Background: an optimization exercise with open tools, aiming at a short achievable clock period and few clock cycles. Do not read the settings as production practice. Only simulation tests tie the RTL to the original design; equivalence was not proved. Power figures rest on the tool's default switching activity, not on a simulated workload.

### flow/constraint.sdc
create_clock -name core_clock -period 11.0 [get_ports {clk}]
set_input_delay 2.2000 -clock core_clock [delete_from_list [all_inputs] [get_ports {clk}]]
set_output_delay 2.2000 -clock core_clock [all_outputs]
set_load 0.01 [all_outputs]
### flow/design.v
package pcmux;
typedef enum bit [1:0] {
    pc_plus4  = 2'b00
    ,alu_out  = 2'b01
    ,alu_mod2 = 2'b10
} pcmux_sel_t;
endpackage
package marmux;
typedef enum bit {
    pc_out = 1'b0
    ,alu_out = 1'b1
} marmux_sel_t;
endpackage
package cmpmux;
typedef enum bit {
    rs2_out = 1'b0
    ,i_imm = 1'b1
} cmpmux_sel_t;
endpackage
package alumux;
typedef enum bit {
    rs1_out = 1'b0
    ,pc_out = 1'b1
} alumux1_sel_t;
typedef enum bit [2:0] {
    i_imm    = 3'b000
    ,u_imm   = 3'b001
    ,b_imm   = 3'b010
    ,s_imm   = 3'b011
    ,j_imm   = 3'b100
    ,rs2_out = 3'b101
} alumux2_sel_t;
endpackage
package regfilemux;
typedef enum bit [3:0] {
    alu_out   = 4'b0000
    ,br_en    = 4'b0001
    ,u_imm    = 4'b0010
    ,lw       = 4'b0011
    ,pc_plus4 = 4'b0100
    ,lb        = 4'b0101
    ,lbu       = 4'b0110   
    ,lh        = 4'b0111
    ,lhu       = 4'b1000   
} regfilemux_sel_t;
endpackage
package rv32i_types;
typedef logic [31:0] rv32i_word;
typedef logic [4:0] rv32i_reg;
typedef logic [3:0] rv32i_mem_wmask;
typedef enum bit [6:0] {
    op_lui   = 7'b0110111,  
    op_auipc = 7'b0010111,  
    op_jal   = 7'b1101111,  
    op_jalr  = 7'b1100111,  
    op_br    = 7'b1100011,  
    op_load  = 7'b0000011,  
    op_store = 7'b0100011,  
    op_imm   = 7'b0010011,  
    op_reg   = 7'b0110011,  
    op_csr   = 7'b1110011   
} rv32i_opcode;
typedef enum bit [2:0] {
    beq  = 3'b000,
    bne  = 3'b001,
    blt  = 3'b100,
    bge  = 3'b101,
    bltu = 3'b110,
    bgeu = 3'b111
} branch_funct3_t;
typedef enum bit [2:0] {
    lb  = 3'b000,
    lh  = 3'b001,
    lw  = 3'b010,
    lbu = 3'b100,
    lhu = 3'b101
} load_funct3_t;
typedef enum bit [2:0] {
    sb = 3'b000,
    sh = 3'b001,
    sw = 3'b010
} store_funct3_t;
typedef enum bit [2:0] {
    add  = 3'b000,  
    sll  = 3'b001,
    slt  = 3'b010,
    sltu = 3'b011,
    axor = 3'b100,
    sr   = 3'b101,  
    aor  = 3'b110,
    aand = 3'b111
} arith_funct3_t;
typedef enum bit [2:0] {
    alu_add = 3'b000,
    alu_sll = 3'b001,
    alu_sra = 3'b010,
    alu_sub = 3'b011,
    alu_xor = 3'b100,
    alu_srl = 3'b101,
    alu_or  = 3'b110,
    alu_and = 3'b111
} alu_ops;
endpackage : rv32i_types
module alu
(
    input rv32i_types::alu_ops aluop,
    input [31:0] a, b,
    output logic [31:0] f
);
always_comb
begin
    unique case (aluop)
        rv32i_types::alu_add:  f = a + b;
        rv32i_types::alu_sll:  f = a << b[4:0];
        rv32i_types::alu_sra:  f = $signed(a) >>> b[4:0];
        rv32i_types::alu_sub:  f = a - b;
        rv32i_types::alu_xor:  f = a ^ b;
        rv32i_types::alu_srl:  f = a >> b[4:0];
        rv32i_types::alu_or:   f = a | b;
        rv32i_types::alu_and:  f = a & b;
    endcase
end
endmodule
module cmp
(
    input rv32i_types::branch_funct3_t cmpop,  
    input [31:0] rs1_out,
    input [31:0] cmpmux_out,
    output logic br_en
);
always_comb
begin
    unique case (cmpop)
        rv32i_types::beq:  br_en = (rs1_out == cmpmux_out);  
        rv32i_types::bne:  br_en = (rs1_out != cmpmux_out);  
        rv32i_types::blt:  br_en = ($signed(rs1_out) < $signed(cmpmux_out));  
        rv32i_types::bge:  br_en = ($signed(rs1_out) >= $signed(cmpmux_out));  
        rv32i_types::bltu: br_en = (rs1_out < cmpmux_out);  
        rv32i_types::bgeu: br_en = (rs1_out >= cmpmux_out);  
    endcase
end
endmodule
module regfile
(
    input clk,
    input rst,
    input load,
    input [31:0] in,
    input [4:0] src_a, src_b, dest,
    output logic [31:0] reg_a, reg_b
);
logic [31:0] data [32];
always_ff @(posedge clk)
begin
    if (rst)
    begin
        for (int i=0; i<32; i=i+1) begin
            data[i] <= '0;
        end
    end
    else if (load && dest)
    begin
        data[dest] <= in;
    end
end
always_comb
begin
    reg_a = src_a ? data[src_a] : 0;
    reg_b = src_b ? data[src_b] : 0;
end
endmodule
module ir
(
    input clk,
    input rst,
    input load,
    input [31:0] in,
    output [2:0] funct3,
    output [6:0] funct7,
    output rv32i_types::rv32i_opcode opcode,
    output [31:0] i_imm,
    output [31:0] s_imm,
    output [31:0] b_imm,
    output [31:0] u_imm,
    output [31:0] j_imm,
    output [4:0] rs1,
    output [4:0] rs2,
    output [4:0] rd
);
logic [31:0] data;
assign funct3 = data[14:12];
assign funct7 = data[31:25];
assign opcode = rv32i_types::rv32i_opcode'(data[6:0]);
assign i_imm = {{21{data[31]}}, data[30:20]};
assign s_imm = {{21{data[31]}}, data[30:25], data[11:7]};
assign b_imm = {{20{data[31]}}, data[7], data[30:25], data[11:8], 1'b0};
assign u_imm = {data[31:12], 12'h000};
assign j_imm = {{12{data[31]}}, data[19:12], data[20], data[30:21], 1'b0};
assign rs1 = data[19:15];
assign rs2 = data[24:20];
assign rd = data[11:7];
always_ff @(posedge clk)
begin
    if (rst)
    begin
        data <= '0;
    end
    else if (load == 1)
    begin
        data <= in;
    end
    else
    begin
        data <= data;
    end
end
endmodule
module control
(
    input clk,
    input rst,
    input mem_resp,
    input rv32i_types::rv32i_opcode opcode,
    input logic [2:0] funct3,
    input logic [6:0] funct7,
    input logic br_en,
    input logic [4:0] rs1,
    input logic [4:0] rs2,
    input rv32i_types::rv32i_word mem_address,
    output pcmux::pcmux_sel_t pcmux_sel,
    output alumux::alumux1_sel_t alumux1_sel,
    output alumux::alumux2_sel_t alumux2_sel,
    output regfilemux::regfilemux_sel_t regfilemux_sel,
    output marmux::marmux_sel_t marmux_sel,
    output cmpmux::cmpmux_sel_t cmpmux_sel,
    output rv32i_types::alu_ops aluop,
    output rv32i_types::branch_funct3_t cmpop,                    
    output logic load_pc,
    output logic load_ir,
    output logic load_regfile,
    output logic load_mar,
    output logic load_mdr,
    output logic load_data_out,
    output logic mem_read,
    output logic mem_write,
    output logic [3:0] mem_byte_enable
);
logic trap;
logic [4:0] rs1_addr, rs2_addr;
logic [3:0] rmask, wmask;
rv32i_types::branch_funct3_t branch_funct3;
rv32i_types::store_funct3_t store_funct3;
rv32i_types::load_funct3_t load_funct3;
rv32i_types::arith_funct3_t arith_funct3;
assign arith_funct3 = rv32i_types::arith_funct3_t'(funct3);
assign branch_funct3 = rv32i_types::branch_funct3_t'(funct3);
assign load_funct3 = rv32i_types::load_funct3_t'(funct3);
assign store_funct3 = rv32i_types::store_funct3_t'(funct3);
assign rs1_addr = rs1;
assign rs2_addr = rs2;
always_comb
begin : trap_check
    trap = '0;
    rmask = '0;
    wmask = '0;
    case (opcode)
        rv32i_types::op_lui, rv32i_types::op_auipc, rv32i_types::op_imm, rv32i_types::op_reg, rv32i_types::op_jal, rv32i_types::op_jalr:;
        rv32i_types::op_br: begin
            case (branch_funct3)
                rv32i_types::beq, rv32i_types::bne, rv32i_types::blt, rv32i_types::bge, rv32i_types::bltu, rv32i_types::bgeu:;
                default: trap = '1;
            endcase
        end
        rv32i_types::op_load: begin
            case (load_funct3)
                rv32i_types::lw: rmask = 4'b1111;
                rv32i_types::lh, rv32i_types::lhu: rmask = 4'b0011 << mem_address[1:0];
                rv32i_types::lb, rv32i_types::lbu: rmask = 4'b0001 << mem_address[1:0];
                default: trap = '1;
            endcase
        end
        rv32i_types::op_store: begin
            case (store_funct3)
                rv32i_types::sw: wmask = 4'b1111;
                rv32i_types::sh: wmask = 4'b0011 << mem_address[1:0];
                rv32i_types::sb: wmask = 4'b0001 << mem_address[1:0];
                default: trap = '1;
            endcase
        end
        default: trap = '1;
    endcase
end
enum int unsigned {
    FETCH1,
    FETCH2,
    FETCH3,
    DECODE,
    IMM,
    LUI,
    BR,
    AUIPC,
    CALC_ADDR,
    LD1,
    LD2,
    ST1,
    ST2,
    JAL,
    JALR,
    REGREG
} state, next_states;
function void set_defaults();
    load_pc = 1'b0;
    load_ir = 1'b0;
    load_regfile = 1'b0;
    load_mar = 1'b0;
    load_mdr = 1'b0;
    load_data_out = 1'b0;
    aluop = rv32i_types::alu_add;
    cmpop = rv32i_types::beq;
    pcmux_sel = pcmux::pc_plus4;
    alumux1_sel = alumux::rs1_out;
    alumux2_sel = alumux::i_imm;
    regfilemux_sel = regfilemux::alu_out;
    marmux_sel = marmux::pc_out;
    cmpmux_sel = cmpmux::rs2_out;
    mem_read = 1'b0;
    mem_write = 1'b0;
    mem_byte_enable = 4'b0000;
endfunction
function void loadPC(pcmux::pcmux_sel_t sel);
    load_pc = 1'b1;
    pcmux_sel = sel;
endfunction
function void loadRegfile(regfilemux::regfilemux_sel_t sel);
    load_regfile = 1'b1;
    regfilemux_sel = sel;
endfunction
function void loadMAR(marmux::marmux_sel_t sel);
    load_mar = 1'b1;
    marmux_sel = sel;
endfunction
function void loadMDR();
    load_mdr = 1'b1;
endfunction
function void setALU(alumux::alumux1_sel_t sel1, alumux::alumux2_sel_t sel2, logic setop, rv32i_types::alu_ops op);
    if (setop) begin
        aluop = op;  
        alumux1_sel = sel1;
        alumux2_sel = sel2;
    end
endfunction
function automatic void setCMP(cmpmux::cmpmux_sel_t sel, logic setop, rv32i_types::branch_funct3_t op);
    if (setop) begin
        cmpmux_sel = sel;
        cmpop = op;
    end
endfunction
always_comb
begin : state_actions
    set_defaults();
    case(state)
        FETCH1 : begin
            loadMAR(marmux::pc_out);
        end
        FETCH2 : begin
            load_mdr = 1'b1;
            mem_read = 1'b1;
        end
        FETCH3  : begin
            load_ir = 1'b1;
        end
        DECODE : begin
        end
        IMM : begin
            loadPC(pcmux::pc_plus4);
            case(arith_funct3)
            rv32i_types::add : begin
                loadRegfile(regfilemux::alu_out);
                setALU(alumux::rs1_out, alumux::i_imm, 1'b1, rv32i_types::alu_ops'(funct3));
            end
            rv32i_types::slt : begin
                loadRegfile(regfilemux::br_en);
                setCMP(cmpmux::i_imm,1'b1,rv32i_types::blt);
            end
            rv32i_types::sltu : begin
                loadRegfile(regfilemux::br_en);
                setCMP(cmpmux::i_imm,1'b1,rv32i_types::bltu);
            end
            rv32i_types::axor : begin
                loadRegfile(regfilemux::alu_out);
                setALU(alumux::rs1_out, alumux::i_imm, 1'b1, rv32i_types::alu_ops'(funct3));
            end
            rv32i_types::aor : begin
                loadRegfile(regfilemux::alu_out);
                setALU(alumux::rs1_out, alumux::i_imm, 1'b1, rv32i_types::alu_ops'(funct3));
            end
            rv32i_types::aand : begin
                loadRegfile(regfilemux::alu_out);
                setALU(alumux::rs1_out, alumux::i_imm, 1'b1, rv32i_types::alu_ops'(funct3));
            end
            rv32i_types::sll : begin
                loadRegfile(regfilemux::alu_out);
                setALU(alumux::rs1_out, alumux::i_imm, 1'b1, rv32i_types::alu_ops'(funct3));
            end
            rv32i_types::sr : begin
                loadRegfile(regfilemux::alu_out);
                if(funct7[5] == 0) begin
                    setALU(alumux::rs1_out, alumux::i_imm, 1'b1, rv32i_types::alu_srl);
                end
                else begin
                    setALU(alumux::rs1_out, alumux::i_imm, 1'b1, rv32i_types::alu_sra);
                end
            end
            endcase
        end
        LUI : begin
            loadPC(pcmux::pc_plus4);
            loadRegfile(regfilemux::u_imm);
        end
        BR : begin
            setCMP(cmpmux::rs2_out, 1'b1, branch_funct3);
            case(br_en)
                1'b0 : begin
                    loadPC(pcmux::pc_plus4);
                end
                1'b1 : begin
                    setALU(alumux::pc_out, alumux::b_imm, 1'b1, rv32i_types::alu_add);
                    loadPC(pcmux::alu_out);
                end
            endcase
        end
        AUIPC : begin
            loadRegfile(regfilemux::alu_out);
            setALU(alumux::pc_out, alumux::u_imm, 1'b1, rv32i_types::alu_add);
            loadPC(pcmux::pc_plus4);
        end
        CALC_ADDR : begin
            loadMAR(marmux::alu_out);
            case(opcode)
                rv32i_types::op_load : begin
					setALU(alumux::rs1_out, alumux::i_imm, 1'b1, rv32i_types::alu_add);
                end
                rv32i_types::op_store : begin
                    setALU(alumux::rs1_out, alumux::s_imm, 1'b1, rv32i_types::alu_add);
                    load_data_out = 1'b1;
                end
            endcase
        end
        LD1 : begin
            loadMDR();
            mem_read = 1'b1;
        end
        LD2 : begin
            case(load_funct3)
                rv32i_types::lb : begin
                    loadRegfile(regfilemux::lb);
                end
                rv32i_types::lh : begin
                    loadRegfile(regfilemux::lh);
                end
                rv32i_types::lw : begin
                    loadRegfile(regfilemux::lw);
                end
                rv32i_types::lbu : begin
                    loadRegfile(regfilemux::lbu);
                end
                rv32i_types::lhu : begin
                    loadRegfile(regfilemux::lhu);
                end
            endcase  
            loadPC(pcmux::pc_plus4);
        end
        ST1 : begin
            mem_write = 1'b1;
            mem_byte_enable = wmask;
            setALU(alumux::rs1_out, alumux::s_imm, 1'b1, rv32i_types::alu_ops'(rv32i_types::alu_add));
        end
        ST2 : begin
            setALU(alumux::rs1_out, alumux::s_imm, 1'b1, rv32i_types::alu_ops'(rv32i_types::alu_add));
            loadPC(pcmux::pc_plus4);
        end
        JAL : begin
            loadRegfile(regfilemux::pc_plus4);
            setALU(alumux::pc_out, alumux::j_imm, 1'b1, rv32i_types::alu_ops'(rv32i_types::alu_add));
            loadPC(pcmux::alu_out);
        end
        JALR : begin
            loadRegfile(regfilemux::pc_plus4);
            setALU(alumux::rs1_out, alumux::i_imm, 1'b1, rv32i_types::alu_ops'(rv32i_types::alu_add));
            loadPC(pcmux::alu_mod2);
        end
        REGREG : begin
            loadPC(pcmux::pc_plus4);
            case(arith_funct3)
            rv32i_types::add : begin
                loadRegfile(regfilemux::alu_out);
                if(funct7[5] == 0) begin
                    setALU(alumux::rs1_out, alumux::rs2_out, 1'b1, rv32i_types::alu_ops'(funct3));
                end
                else begin
                    setALU(alumux::rs1_out, alumux::rs2_out, 1'b1, rv32i_types::alu_ops'(rv32i_types::alu_sub));
                end
            end
            rv32i_types::sll : begin
                loadRegfile(regfilemux::alu_out);
                setALU(alumux::rs1_out, alumux::rs2_out, 1'b1, rv32i_types::alu_ops'(funct3));
            end
            rv32i_types::slt : begin
                loadRegfile(regfilemux::br_en);
                setCMP(cmpmux::rs2_out,1'b1,rv32i_types::blt);            
            end
            rv32i_types::sltu : begin
                loadRegfile(regfilemux::br_en);
                setCMP(cmpmux::rs2_out,1'b1,rv32i_types::bltu);            
            end
            rv32i_types::axor : begin
                loadRegfile(regfilemux::alu_out);
                setALU(alumux::rs1_out, alumux::rs2_out, 1'b1, rv32i_types::alu_ops'(funct3));
            end
            rv32i_types::sr : begin
                loadRegfile(regfilemux::alu_out);
                if(funct7[5] == 0) begin
                    setALU(alumux::rs1_out, alumux::rs2_out, 1'b1, rv32i_types::alu_srl);
                end
                else begin
                    setALU(alumux::rs1_out, alumux::rs2_out, 1'b1, rv32i_types::alu_sra);
                end
            end
            rv32i_types::aor : begin
                loadRegfile(regfilemux::alu_out);
                setALU(alumux::rs1_out, alumux::rs2_out, 1'b1, rv32i_types::alu_ops'(funct3));
            end
            rv32i_types::aand : begin
                loadRegfile(regfilemux::alu_out);
                setALU(alumux::rs1_out, alumux::rs2_out, 1'b1, rv32i_types::alu_ops'(funct3));
            end
            endcase
        end
    endcase
end
always_comb
begin : next_state_logic
    next_states = FETCH1;
    unique case(state)
        FETCH1 : begin
            next_states = FETCH2;
        end
        FETCH2 : begin
            if(mem_resp == 0) begin
                next_states = FETCH2;
            end
            else begin
                next_states = FETCH3;
            end
        end
        FETCH3  : begin
            next_states = DECODE;
        end
        DECODE : begin
            case(opcode)
                rv32i_types::op_lui : begin
                    next_states = LUI;
                end
                rv32i_types::op_auipc : begin
                    next_states = AUIPC;
                end
                rv32i_types::op_jal : begin
                    next_states = JAL;
                end
                rv32i_types::op_jalr : begin
                    next_states = JALR;
                end
                rv32i_types::op_br : begin
                    next_states = BR;
                end
                rv32i_types::op_load : begin
                    next_states = CALC_ADDR;
                end
                rv32i_types::op_store : begin
                    next_states = CALC_ADDR;
                end
                rv32i_types::op_imm : begin
                    next_states = IMM;
                end
                rv32i_types::op_reg : begin
                    next_states = REGREG;
                end
                rv32i_types::op_csr : begin
                end
            endcase
        end
        IMM : begin
            next_states = FETCH1;
        end
        LUI : begin
            next_states = FETCH1;
        end
        BR : begin
            next_states = FETCH1;
        end
        AUIPC : begin
            next_states = FETCH1;
        end
        CALC_ADDR : begin
            case(opcode)
                rv32i_types::op_load : begin
                    next_states = LD1;
                end
                rv32i_types::op_store : begin
                    next_states = ST1;
                end
            endcase
        end
        LD1 : begin
            if(mem_resp == 0) begin
                next_states = LD1;
            end
            else begin
                next_states = LD2;
            end
        end
        LD2 : begin
            next_states = FETCH1;
        end
        ST1 : begin
            if(mem_resp == 0) begin
                next_states = ST1;
            end
            else begin
                next_states = ST2;
            end
        end
        ST2 : begin
            next_states = FETCH1;
        end
        JAL : begin
            next_states = FETCH1;
        end
        JALR : begin
            next_states = FETCH1;
        end
        REGREG : begin
            next_states = FETCH1;
        end
    endcase
end
always_ff @(posedge clk)
begin: next_state_assignment;
    if(rst) begin
        state <= FETCH1;
    end
    else begin
        state <= next_states;
    end
end
endmodule
module datapath
(
    input clk,                  
    input rst,
    output logic br_en,                                      
    output rv32i_types::rv32i_opcode opcode,                              
    output logic [2:0] funct3,                               
    output logic [6:0] funct7,                               
    output logic [4:0] rs2,             
    output logic [4:0] rs1,
    input pcmux::pcmux_sel_t pcmux_sel,                      
    input alumux::alumux1_sel_t alumux1_sel,                 
    input alumux::alumux2_sel_t alumux2_sel,                 
    input regfilemux::regfilemux_sel_t regfilemux_sel,       
    input marmux::marmux_sel_t marmux_sel,                   
    input cmpmux::cmpmux_sel_t cmpmux_sel,                   
    input rv32i_types::alu_ops aluop,                                     
    input rv32i_types::branch_funct3_t cmpop,                             
    input load_ir,                                           
    input load_mdr,
    input load_mar,                                          
    input load_pc,                                           
    input load_data_out,                                     
    input load_regfile,                                      
    input rv32i_types::rv32i_word mem_rdata,
    output rv32i_types::rv32i_word mem_wdata,  
    output rv32i_types::rv32i_word mem_address                           
);
rv32i_types::rv32i_word pcmux_out;
rv32i_types::rv32i_word mdrreg_out;
rv32i_types::rv32i_word alumux1_out;
rv32i_types::rv32i_word alumux2_out;
rv32i_types::rv32i_word marmux_out;
rv32i_types::rv32i_word cmpmux_out;
rv32i_types::rv32i_word i_imm;
rv32i_types::rv32i_word s_imm;
rv32i_types::rv32i_word b_imm;
rv32i_types::rv32i_word u_imm;
rv32i_types::rv32i_word j_imm;
rv32i_types::rv32i_word pc_out;
rv32i_types::rv32i_word alu_out;
rv32i_types::rv32i_word rs1_out;
rv32i_types::rv32i_word rs2_out;
rv32i_types::rv32i_word regfilemux_out;
logic [4:0] rd;
ir IR(
    .clk(clk),
    .rst(rst),
    .load(load_ir),
    .in(mdrreg_out),
    .funct3(funct3),
    .funct7(funct7),
    .opcode(opcode),
    .i_imm(i_imm),
    .s_imm(s_imm),
    .b_imm(b_imm),
    .u_imm(u_imm),
    .j_imm(j_imm),
    .rs1(rs1),
    .rs2(rs2),
    .rd(rd)
);
regfile RF(
    .clk(clk),
    .rst(rst),
    .load(load_regfile), 
    .in(regfilemux_out),
    .src_a(rs1),
    .src_b(rs2),
    .dest(rd),
    .reg_a(rs1_out),
    .reg_b(rs2_out)
);
always_ff @(posedge clk)
begin
    if(rst)
    begin
        mdrreg_out <= 32'b0;
    end
    else if(load_mdr)
    begin
        mdrreg_out <= mem_rdata;
    end
end
always_ff @(posedge clk)
begin
    if(rst)
    begin
        mem_address <= 32'b0;
    end
    else if(load_mar)
    begin
        mem_address <= marmux_out;
    end
end
always_ff @(posedge clk)
begin
    if(rst)
    begin
        pc_out <= 32'h40000000;
    end
    else if(load_pc)
    begin
        pc_out <= pcmux_out;
    end
end
rv32i_types::rv32i_word mem_temp;
always_ff @(posedge clk)
begin
    if(rst)
    begin
        mem_temp <= 32'b0;
    end
    else if(load_data_out)
    begin
        mem_temp <= rs2_out;
    end
end
assign mem_wdata = mem_temp << (8*mem_address[1:0]);
alu ALU(
    .aluop(aluop),
    .a(alumux1_out), 
    .b(alumux2_out),
    .f(alu_out)
);
cmp CMP(
    .cmpop(cmpop),
    .rs1_out(rs1_out),
    .cmpmux_out(cmpmux_out),
    .br_en(br_en)
);
always_comb begin : MUXES
    unique case (marmux_sel)
        marmux::pc_out : marmux_out = pc_out;
        marmux::alu_out : marmux_out = alu_out;
    endcase
    unique case (pcmux_sel)
        pcmux::pc_plus4: pcmux_out = pc_out + 4;
        pcmux::alu_out: pcmux_out  = alu_out;
        pcmux::alu_mod2: pcmux_out = {alu_out[31:1], 1'b0};
    endcase
    unique case (alumux1_sel)
        alumux::rs1_out : alumux1_out = rs1_out;
        alumux::pc_out : alumux1_out = pc_out;
    endcase
    unique case (cmpmux_sel)
        cmpmux::rs2_out : cmpmux_out = rs2_out;
        cmpmux::i_imm : cmpmux_out = i_imm;
    endcase
    unique case (alumux2_sel)
        alumux::i_imm : alumux2_out = i_imm;
        alumux::u_imm : alumux2_out = u_imm;
        alumux::b_imm : alumux2_out = b_imm;
        alumux::s_imm : alumux2_out = s_imm;
        alumux::j_imm : alumux2_out = j_imm;
        alumux::rs2_out : alumux2_out = rs2_out;
    endcase    
    unique case (regfilemux_sel)
        regfilemux::alu_out : regfilemux_out = alu_out;
        regfilemux::br_en : regfilemux_out = {31'b0, br_en};
        regfilemux::u_imm : regfilemux_out = u_imm;
        regfilemux::lw : regfilemux_out = mdrreg_out;
        regfilemux::pc_plus4 : regfilemux_out = pc_out + 4;
        regfilemux::lb : begin
            case(mem_address[1:0])
                2'b00: begin
                    regfilemux_out = {{24{mdrreg_out[7]}}, mdrreg_out[7:0]};
                end
                2'b01: begin
                    regfilemux_out = {{24{mdrreg_out[15]}}, mdrreg_out[15:8]};
                end
                2'b10: begin
                    regfilemux_out = {{24{mdrreg_out[23]}}, mdrreg_out[23:16]};
                end
                2'b11: begin
                    regfilemux_out = {{24{mdrreg_out[31]}}, mdrreg_out[31:24]};
                end
            endcase
        end
        regfilemux::lbu : begin
            case(mem_address[1:0])
                2'b00: begin
                    regfilemux_out = {24'b0, mdrreg_out[7:0]};
                end
                2'b01: begin
                    regfilemux_out = {24'b0, mdrreg_out[15:8]};
                end
                2'b10: begin
                    regfilemux_out = {24'b0, mdrreg_out[23:16]};
                end
                2'b11: begin
                    regfilemux_out = {24'b0, mdrreg_out[31:24]};
                end
            endcase
        end
        regfilemux::lh : begin
            case(mem_address[1:0])
                2'b10: begin
                    regfilemux_out = {{16{mdrreg_out[31]}}, mdrreg_out[31:16]};
                end
                default: begin
                    regfilemux_out = {{16{mdrreg_out[15]}}, mdrreg_out[15:0]};
                end
            endcase
        end
        regfilemux::lhu : begin
            case(mem_address[1:0])
                2'b10: begin
                    regfilemux_out = {16'b0, mdrreg_out[31:16]};
                end
                default: begin
                    regfilemux_out = {16'b0, mdrreg_out[15:0]};
                end
            endcase
        end
    endcase
end
endmodule
module mp2
(
    input clk,
    input rst,
    input mem_resp,
    input rv32i_types::rv32i_word mem_rdata,
    output logic mem_read,
    output logic mem_write,
    output logic [3:0] mem_byte_enable,
    output rv32i_types::rv32i_word mem_address,
    output rv32i_types::rv32i_word mem_wdata
);
logic load_pc;
logic load_regfile;
logic load_mdr;
logic load_mar;
pcmux::pcmux_sel_t pcmux_sel;
alumux::alumux1_sel_t alumux1_sel;
alumux::alumux2_sel_t alumux2_sel;
regfilemux::regfilemux_sel_t regfilemux_sel;
marmux::marmux_sel_t marmux_sel;
cmpmux::cmpmux_sel_t cmpmux_sel;
logic br_en;
rv32i_types::rv32i_opcode opcode;
logic [2:0] funct3;
logic [6:0] funct7;
logic [4:0] rs2;
logic [4:0] rs1;
rv32i_types::alu_ops aluop;
rv32i_types::branch_funct3_t cmpop;
logic load_ir;
logic load_data_out;
control control( 
    .clk(clk), 
    .rst(rst), 
    .mem_resp(mem_resp), 
    .opcode(opcode),  
    .funct3(funct3),  
    .funct7(funct7),  
    .br_en(br_en),  
    .rs1(rs1),  
    .rs2(rs2),  
    .mem_address(mem_address),
    .pcmux_sel(pcmux_sel), 
    .alumux1_sel(alumux1_sel),
    .alumux2_sel(alumux2_sel),
    .regfilemux_sel(regfilemux_sel),
    .marmux_sel(marmux_sel),
    .cmpmux_sel(cmpmux_sel),
    .aluop(aluop),  
    .cmpop(cmpop),   
    .load_pc(load_pc),
    .load_ir(load_ir),  
    .load_regfile(load_regfile),
    .load_mar(load_mar),
    .load_mdr(load_mdr),
    .load_data_out(load_data_out),  
    .mem_read(mem_read),  
    .mem_write(mem_write),
    .mem_byte_enable(mem_byte_enable)
);
datapath datapath(
    .clk(clk),
    .rst(rst),
    .br_en(br_en),  
    .opcode(opcode),  
    .funct3(funct3),  
    .funct7(funct7),  
    .rs2(rs2),  
    .rs1(rs1),  
    .pcmux_sel(pcmux_sel),
    .alumux1_sel(alumux1_sel),
    .alumux2_sel(alumux2_sel),
    .regfilemux_sel(regfilemux_sel),
    .marmux_sel(marmux_sel),
    .cmpmux_sel(cmpmux_sel),
    .aluop(aluop),  
    .cmpop(cmpop),  
    .load_ir(load_ir),  
    .load_mdr(load_mdr),
    .load_mar(load_mar),
    .load_pc(load_pc),
    .load_data_out(load_data_out),  
    .load_regfile(load_regfile),
    .mem_rdata(mem_rdata),
    .mem_wdata(mem_wdata),
    .mem_address(mem_address)
);
endmodule
### flow/run.sh
#!/bin/bash
# synth_recipe.tcl (not shown) runs the flow's synth.tcl, then flattens the netlist and writes it again
# the make line also repeats each setting of config.mk as NAME=value (left out here)
make -C /OpenROAD-flow-scripts/flow DESIGN_CONFIG=/design/flow/config.mk WORK_HOME=/design/flow/orfs CLKGATE_MAP_FILE= SYNTH_SCRIPT=/design/flow/synth_recipe.tcl finish
### flow/config.mk
export PLATFORM = sky130hd
export DESIGN_NAME = mp2
export DESIGN_NICKNAME = mp2
export VERILOG_FILES = /design/flow/design.v
export SDC_FILE = /design/flow/constraint.sdc
export NUM_CORES = 4
export LEC_CHECK = 0
export CAP_MARGIN = 20
export CORE_MARGIN = 2
export CORE_UTILIZATION = 40
export PLACE_DENSITY = 0.6
export SLEW_MARGIN = 20
==> impl_metrics.env <==
export IMPL_cts_buffers=135
export IMPL_ys_seq_elements=1198
export IMPL_ir_drop_mv=0.130
export IMPL_timing_fmax_ghz=0.0935
export IMPL_hold_violations=0
export IMPL_path_max_fanout=33
export IMPL_htreeDepth=4
export IMPL_worstPathArrival_ps=11200
export IMPL_grt_pass1_wl_microns=474000
export IMPL_finClkSkew_ps=65.8
export IMPL_clkSinkCount=1198
export IMPL_dieHeight_microns=434
export IMPL_clk_pin_slew_ps=60
export IMPL_use_met3_pct=9.93
export IMPL_fin_crit_sh_pct=97.2
export IMPL_setup_slack_ps=309
export IMPL_postSynthCellCount=6455
export IMPL_area_delta_synth_final_pct=13.6
export IMPL_seq_power_share_pct=42.7
export IMPL_antenna_found_initial=13
export IMPL_netlist_top_cells_count="nor2_1 (1141), edfxtp_1 (1024), mux4_2 (625)"
export IMPL_start_util_pct=40.4
export IMPL_p_leak_nw=28.7
export IMPL_instances_no_fill=9062
export IMPL_drtIter0Drc=9770
export IMPL_synth_edff_count=1024
export IMPL_busiest_layer="met2"
export IMPL_internal_power_mw=8.24
export IMPL_p_comb_share_pct=20.0
export IMPL_dieArea_sq_um=189000
export IMPL_grt_use_met1_pct=45.2
export IMPL_worstMarginPinSlew_ps=1340
export IMPL_synth_distinct_cells=106
export IMPL_hold_class="register to register"
export IMPL_dp_slack_ps=331
export IMPL_first_pass_iters=7
export IMPL_syn_avg_cell_area_sq_um=11.5
export IMPL_clkPwrFrac_pct=37.3
export IMPL_grt_overflow=0
export IMPL_slowest_stage="mux4_2"
export IMPL_power_switching_share_pct=31.8
export IMPL_dp_cells=8793
export IMPL_cp_required_ps=11510
export IMPL_track_usage_pct=36.2
export IMPL_setup_tns_ps=0
export IMPL_hpwl_microns=232000
export IMPL_timing_final_crit_period_ps=10690
export IMPL_ys_top_cells_by_area="edfxtp_1 (42%), mux4_2 (19%), nor2_1 (5.8%), dfxtp_1 (4.7%), a21oi_1 (2.6%)"
export IMPL_drc=0
export IMPL_setup_viol=0
export IMPL_synth_top_cell_area_share_pct=41.5
export IMPL_gr_usage_met2_pct=54.5
export IMPL_syn_area_sq_um=74100
export IMPL_critPathBufInv=7
export IMPL_vias=62052
export IMPL_ant_nets=0
export IMPL_slowest_delay_ps=590
export IMPL_wl_microns=345000
export IMPL_synth_largest_area_cell="edfxtp_1"
export IMPL_yosysSeqAreaShare_pct=46.2
export IMPL_io_buffer_count=104
export IMPL_finalMaxSlewViolations=0
export IMPL_clockBufferDepth=3
export IMPL_crit_type="register to register"
export IMPL_post_synth_top_count_cell="nor2_1"
export IMPL_powerDensity_nw_per_um2=143
export IMPL_cts_tree="done"
export IMPL_maxCapViolCount=0
export IMPL_clk_latency_ps=830
export IMPL_grt_pass1_vias=59125
export IMPL_cts_root_buf="clkbuf_16"
export IMPL_vias_per_cell=6.85
export IMPL_grt_max_degree=88
export IMPL_drive_gt1_share_pct=22.8
export IMPL_core_area_sq_um=183000
export IMPL_nNetsFinal=6652
export IMPL_final_core_util_pct=45.9
export IMPL_switchingPower_mw=3.83
export IMPL_gp_congestion=1.05
export IMPL_cpMostUsedCell="buf_4"
export IMPL_cpLargestDelayFamily="compound AO/OA/AOI/OAI gates"
export IMPL_critPathLaunchType="register"
export IMPL_wl_per_cell_microns=38.1
export IMPL_ioPinCount=105
export IMPL_critPathCaptureType="register"
export IMPL_rows=157
export IMPL_ys_async_sr_fraction_pct=0
export IMPL_status="timing/DRC/antenna clean"
export IMPL_slew_headroom_pct=10.4
export IMPL_die_x_microns=434
export IMPL_ys_warn_count=6
export IMPL_synth_ff_type="edfxtp_1"
export IMPL_rsz0062_at_grt="false"
-- final cells by class --
class / count / area (sq um)
tap: 2464 / 3080
clock inverter: 74 / 781
clock buffer: 169 / 3560
multi-input combinational: 4525 / 37200
inverter: 111 / 419
timing repair buffer: 513 / 4800
antenna: 8 / 20.0
fill: 16728 / 99300
sequential: 1198 / 34300
-- worst paths after layout --
path | slack (ps) | from | depth (start not counted) | endpoint
worst max-delay path | 310 | register | 36 | datapath.RF.data[31][29]
worst min-delay path | 450 | datapath.mem_address[26] | 2 | datapath.mem_address[26]
worst max register to register | 310 | register | 36 | datapath.RF.data[31][29]
worst min register to register | 450 | datapath.mem_address[26] | 2 | datapath.mem_address[26]
-- through the flow --
stage                     hold slack [ps]  instance area (sq um)  power [mW]
after floorplan                       432                  74200        6.46
after global placement                440                  79500        7.54
after detailed placement              447                  79500        7.55
after CTS                             454                  83900        12.0
after global routing                  485                  84100        12.3
final                                 450                  84100        12.1
-- sequential cells by signal, summed over array words and instances (netlist names), named ones only --
signal	flops
datapath.IR.data	32
datapath.mdrreg_out	32
datapath.mem_temp	32
datapath.RF.data	1024
datapath.pc_out	32
datapath.mem_address	32
control.state	4
-- metal layers --
metal,vias up,wire [microns],part of all wire [%]
met5,-,40,0.012
met4,6,30800,8.9
met3,1250,44100,13
met2,4969,151000,44
met1,31103,120000,35
li1,24724,-,-
-- what timing repair did --
item | CTS | global route
hold endpoints to repair | 0 | 0
resized for setup | 0 | 10
buffers inserted | 0 | 14
setup endpoints to repair | 0 | 215
hold buffers | 0 | 0
-- cells by family after synthesis --
group	Yosys count	synth area share (%)
and+or+nand+nor	2231	13.0
AOI/OAI and AO/OA	1238	11.5
DFF	1198	46.2
muxes	802	21.5
buffers and inverters	763	4.57
adders and majority gates	133	2.26
xor gates and xnor gates	89	1.05
other	1	0.00506
-- power groups by stage --
| stage | Clock [mW] | Combinational [mW] | Sequential, mW |
|---|---|---|---|
| after CTS | 4.53 | 2.31 | 5.16 |
| after detailed placement | 0 | 2.30 | 5.25 |
| after floorplan | 0 | 1.25 | 5.21 |
| after global placement | 0 | 2.30 | 5.24 |
| final | 4.50 | 2.41 | 5.16 |
| after global routing | 4.69 | 2.44 | 5.17 |
-- tightest hold or removal path, stage by stage, from the launching register on --
cell,delay [ps]
dfxtp_1,300
nand2_1,50
a21oi_1,50
-- layout by cell type (no fill, tap or decap), types with 27 or more instances in the layout --
master | synthesis | layout
conb_1 | 1 | 32
a221o_1 | 28 | 27
dfxtp_1 | 174 | 163
buf_12 | 0 | 53
nand2_1 | 486 | 424
inv_1 | 104 | 103
a21oi_1 | 385 | 375
nand2_2 | 1 | 56
mux2i_1 | 133 | 131
a31oi_1 | 52 | 51
buf_4 | 32 | 352
nor2_1 | 1141 | 1133
a211oi_1 | 57 | 57
o22ai_1 | 31 | 30
nor3_1 | 259 | 251
clkbuf_1 | 388 | 30
clkinv_1 | 2 | 32
nand3_1 | 88 | 88
a22o_1 | 51 | 51
ha_1 | 132 | 132
mux2_2 | 42 | 42
nor2_2 | 31 | 39
edfxtp_1 | 1024 | 1024
clkbuf_16 | 0 | 136
and2_1 | 28 | 27
a22oi_1 | 64 | 63
mux4_2 | 625 | 625
o211ai_1 | 34 | 34
clkdlybuf4s50_1 | 0 | 103
o21ai_0 | 164 | 161
a221oi_1 | 63 | 57
xnor2_1 | 64 | 64
a21o_1 | 34 | 34
o21a_1 | 28 | 28
Testbench counts, summed over its fixed seeds: cycles 62,908.

## what the ideal ports hide
The results above use ideal ports. As a check the final layout listed here was re-extracted and re-timed, cells and wires unchanged.
Step 1: set_driving_cell puts a clkbuf_16 on clk and a buf_2 on each other input, an assumption about the parent block.
Step 2 times the ports against the registers' clock, not the clock port: input delays grow and output delays shrink by t, the midpoint of the rising clock arrivals with the driver on.
a / b / c = ideal / step 1 / step 2; a / b = the first two.
t, ns: 0.884
setup slack, ns: 0.309 / 0.309 / 0.309
latest minus earliest clock arrival (ns): 0.066 / 0.066
pins driven straight from the clock port: 1
After both steps this run still meets setup and hold. For this run, drivers alone change the setup slack by 0.000 ns; drivers and shift together by 0.000 ns.
